Context: an optimization exercise on an open-source flow, tuned for small area. The choices shown serve that exercise and are no tape-out recipe.

## pipelined_fir
module pipelined_fir(clk,reset,xn,yn);
input clk,reset;
input signed [15:0] xn;
output wire signed [15:0] yn;
reg [15:0] a;
reg [15:0] b;
reg [15:0] c;
reg [15:0] d;   
reg [15:0] yr;
wire [15:0] ysum;
wire [15:0] na = ~a;
wire [15:0] nb = ~b;
wire [15:0] nc = ~c;
wire [15:0] nd = ~d;
always @(posedge clk or posedge reset)
  if (reset) begin
    a <= 16'h0000; b <= 16'h0000; c <= 16'h0000; d <= 16'hffff; yr <= 16'h0000;
  end else begin
    a <= xn; b <= a; c <= b; d <= nc; yr <= ysum;
  end
assign yn = yr;
wire s1, c2;
fir_fa u_s1 (.a(a[1]), .b(b[0]), .c(c[1]), .s(s1), .co(c2));
wire s3, c4;
fir_fa u_s3 (.a(a[0]), .b(a[2]), .c(b[1]), .s(s3), .co(c4));
wire s5, c6;
fir_ha u_s5 (.a(c[0]), .b(c[2]), .s(s5), .co(c6));
wire s7, c8;
fir_fa u_s7 (.a(s5), .b(c2), .c(s3), .s(s7), .co(c8));
wire s9, c10;
fir_fa u_s9 (.a(a[1]), .b(a[3]), .c(b[2]), .s(s9), .co(c10));
wire s11, c12;
fir_fa u_s11 (.a(c[1]), .b(c[3]), .c(d[0]), .s(s11), .co(c12));
wire s13, c14;
fir_fa u_s13 (.a(c6), .b(c4), .c(s11), .s(s13), .co(c14));
wire s15, c16;
fir_fa u_s15 (.a(s9), .b(c8), .c(s13), .s(s15), .co(c16));
wire s17, c18;
fir_fa u_s17 (.a(a[2]), .b(a[4]), .c(b[0]), .s(s17), .co(c18));
wire s19, c20;
fir_fa u_s19 (.a(b[3]), .b(c[2]), .c(c[4]), .s(s19), .co(c20));
wire s21, c22;
fir_fa u_s21 (.a(d[1]), .b(c10), .c(c12), .s(s21), .co(c22));
wire s23, c24;
fir_ha u_s23 (.a(s17), .b(s19), .s(s23), .co(c24));
wire s25, c26;
fir_fa u_s25 (.a(s23), .b(c14), .c(s21), .s(s25), .co(c26));
wire s27, c28;
fir_fa u_s27 (.a(a[3]), .b(a[5]), .c(b[1]), .s(s27), .co(c28));
wire s29, c30;
fir_fa u_s29 (.a(b[4]), .b(c[0]), .c(c[3]), .s(s29), .co(c30));
wire s31, c32;
fir_fa u_s31 (.a(c[5]), .b(d[0]), .c(d[2]), .s(s31), .co(c32));
wire s33, c34;
fir_fa u_s33 (.a(c18), .b(c20), .c(s27), .s(s33), .co(c34));
wire s35, c36;
fir_ha u_s35 (.a(s29), .b(s31), .s(s35), .co(c36));
wire s37, c38;
fir_fa u_s37 (.a(c24), .b(s35), .c(c22), .s(s37), .co(c38));
wire s39, c40;
fir_fa u_s39 (.a(s33), .b(c26), .c(s37), .s(s39), .co(c40));
wire s41, c42;
fir_fa u_s41 (.a(a[0]), .b(a[4]), .c(a[6]), .s(s41), .co(c42));
wire s43, c44;
fir_fa u_s43 (.a(b[0]), .b(b[2]), .c(b[5]), .s(s43), .co(c44));
wire s45, c46;
fir_fa u_s45 (.a(c[1]), .b(c[4]), .c(c[6]), .s(s45), .co(c46));
wire s47, c48;
fir_fa u_s47 (.a(d[1]), .b(d[3]), .c(c28), .s(s47), .co(c48));
wire s49, c50;
  ...
Size: about 550 cells after synthesis, roughly 80 flip-flops, roughly 34 I/O pins.
clock: 8.0 ns
lec_check: 0
cap_margin: 20
core_margin: 2
core_utilization: 70
place_density: 0.8
slew_margin: 20
synth_hierarchical: 1
standard.sh (not shown) runs the stock make flow with config.mk's settings and CLKGATE_MAP_FILE= SYNTH_SCRIPT=/design/flow/synth_recipe.tcl, a recipe that flattens the netlist after the stock synthesis.
==> flow/flow/run.sh <==
#!/bin/bash
# Layout flow: the standard flow (standard.sh, unchanged synthesis), with
# the port buffers made from the smallest buffer cell and clock tree synthesis
# run without dummy balancing loads. The make output goes to standard.log.
set -e
bash standard.sh \
  'BUFFER_PORTS_ARGS=-buffer_cell sky130_fd_sc_hd__buf_1' \
  'CTS_ARGS=-sink_clustering_enable -repair_clock_nets -dont_use_dummy_load -buf_list sky130_fd_sc_hd__clkbuf_8' \
  finish > standard.log 2>&1
The first run finished clean.
Next try:
==> flow/run.sh (new file) <==
#!/bin/bash
# synth_recipe.tcl (not shown) runs the flow's synth.tcl, then flattens the netlist and writes it again
# the make line also repeats each setting of config.mk as NAME=value (left out here)
make -C /OpenROAD-flow-scripts/flow DESIGN_CONFIG=/design/flow/config.mk WORK_HOME=/design/flow/orfs CLKGATE_MAP_FILE= SYNTH_SCRIPT=/design/flow/synth_recipe.tcl finish
--- a/flow/config.mk
+++ b/flow/config.mk
@@ -10,2 +10,2 @@
-export CORE_UTILIZATION = 70
-export PLACE_DENSITY = 0.8
+export CORE_UTILIZATION = 40
+export CTS_BUF_LIST = sky130_fd_sc_hd__clkbuf_8
removed: flow/flow/run.sh
removed: flow/standard.sh
Effect: Final area is higher by 4.6%. Die area is higher by about 70%. Non-clock buffer count stays the same. Setup slack improved by 0.17 ns. First-iteration DRC count is lower by 24%.
Next try:
--- a/flow/config.mk
+++ b/flow/config.mk
@@ -11 +10,0 @@
-export CTS_BUF_LIST = sky130_fd_sc_hd__clkbuf_8
Outcome: Flip-flop and latch count is unchanged. Global-route usage hardly moves. Critical path depth stays the same.
Next try:
==> flow/flow/run.sh (new file) <==
#!/bin/bash
# Layout flow: the standard flow (standard.sh, unchanged synthesis), with
# the port buffers made from the smallest buffer cell and clock tree synthesis
# run without dummy balancing loads. The make output goes to standard.log.
set -e
bash standard.sh \
  'BUFFER_PORTS_ARGS=-buffer_cell sky130_fd_sc_hd__buf_1' \
  'CTS_ARGS=-sink_clustering_enable -repair_clock_nets -dont_use_dummy_load -buf_list sky130_fd_sc_hd__clkbuf_8' \
  finish > standard.log 2>&1
==> flow/standard.sh (new file) <==
#!/bin/bash
# synth_recipe.tcl (not shown) runs the flow's synth.tcl, then flattens the netlist and writes it again
# the make line also repeats each setting of config.mk as NAME=value (left out here)
make -C /OpenROAD-flow-scripts/flow DESIGN_CONFIG=/design/flow/config.mk WORK_HOME=/design/flow/orfs CLKGATE_MAP_FILE= SYNTH_SCRIPT=/design/flow/synth_recipe.tcl "${@:-finish}"
--- a/flow/config.mk
+++ b/flow/config.mk
@@ -10,0 +11 @@
+export CTS_BUF_LIST = sky130_fd_sc_hd__clkbuf_8
removed: flow/run.sh
Result: The changed run went through all stages and came out clean; global-route usage decreases by 0.37 points; final area decreases by 3.6%; worst setup slack improved by 0.0099 ns; critical path depth decreases by 3; count of clock-buffer cells in the layout does not change.
No run of this note included a check of the RTL's function; only the layout flow was run.

port drivers added, routing unchanged:
In the flow no input, the clock included, has a driving cell. The finished layouts below were timed again as built, in two steps. Step 1 sets driving cells, clkbuf_16 on the clock port and buf_2 on the other inputs (assumed; they add their load-dependent delay and slew). Step 2 times the ports against the registers' clock, not the clock port: input delays grow and output delays shrink by t, the midpoint of the rising clock arrivals with the driver on. Slacks: ideal / step 1 / step 2; pairs: ideal / step 1.
run	t, ns	setup slack, ns	worst setup path at the end	worst slew at a driven data input, ns	pins driven straight from the clock port
the first run	0.400	1.134 / 1.134 / 1.134	register to register	0.04	1
the second run	0.418	1.308 / 1.308 / 1.308	register to register	0.06	1
the third run	0.392	1.289 / 1.289 / 1.289	register to register	0.06	1
the fourth run	0.414	1.299 / 1.299 / 1.299	register to register	0.05	1
After both steps every run listed still meets setup and hold.
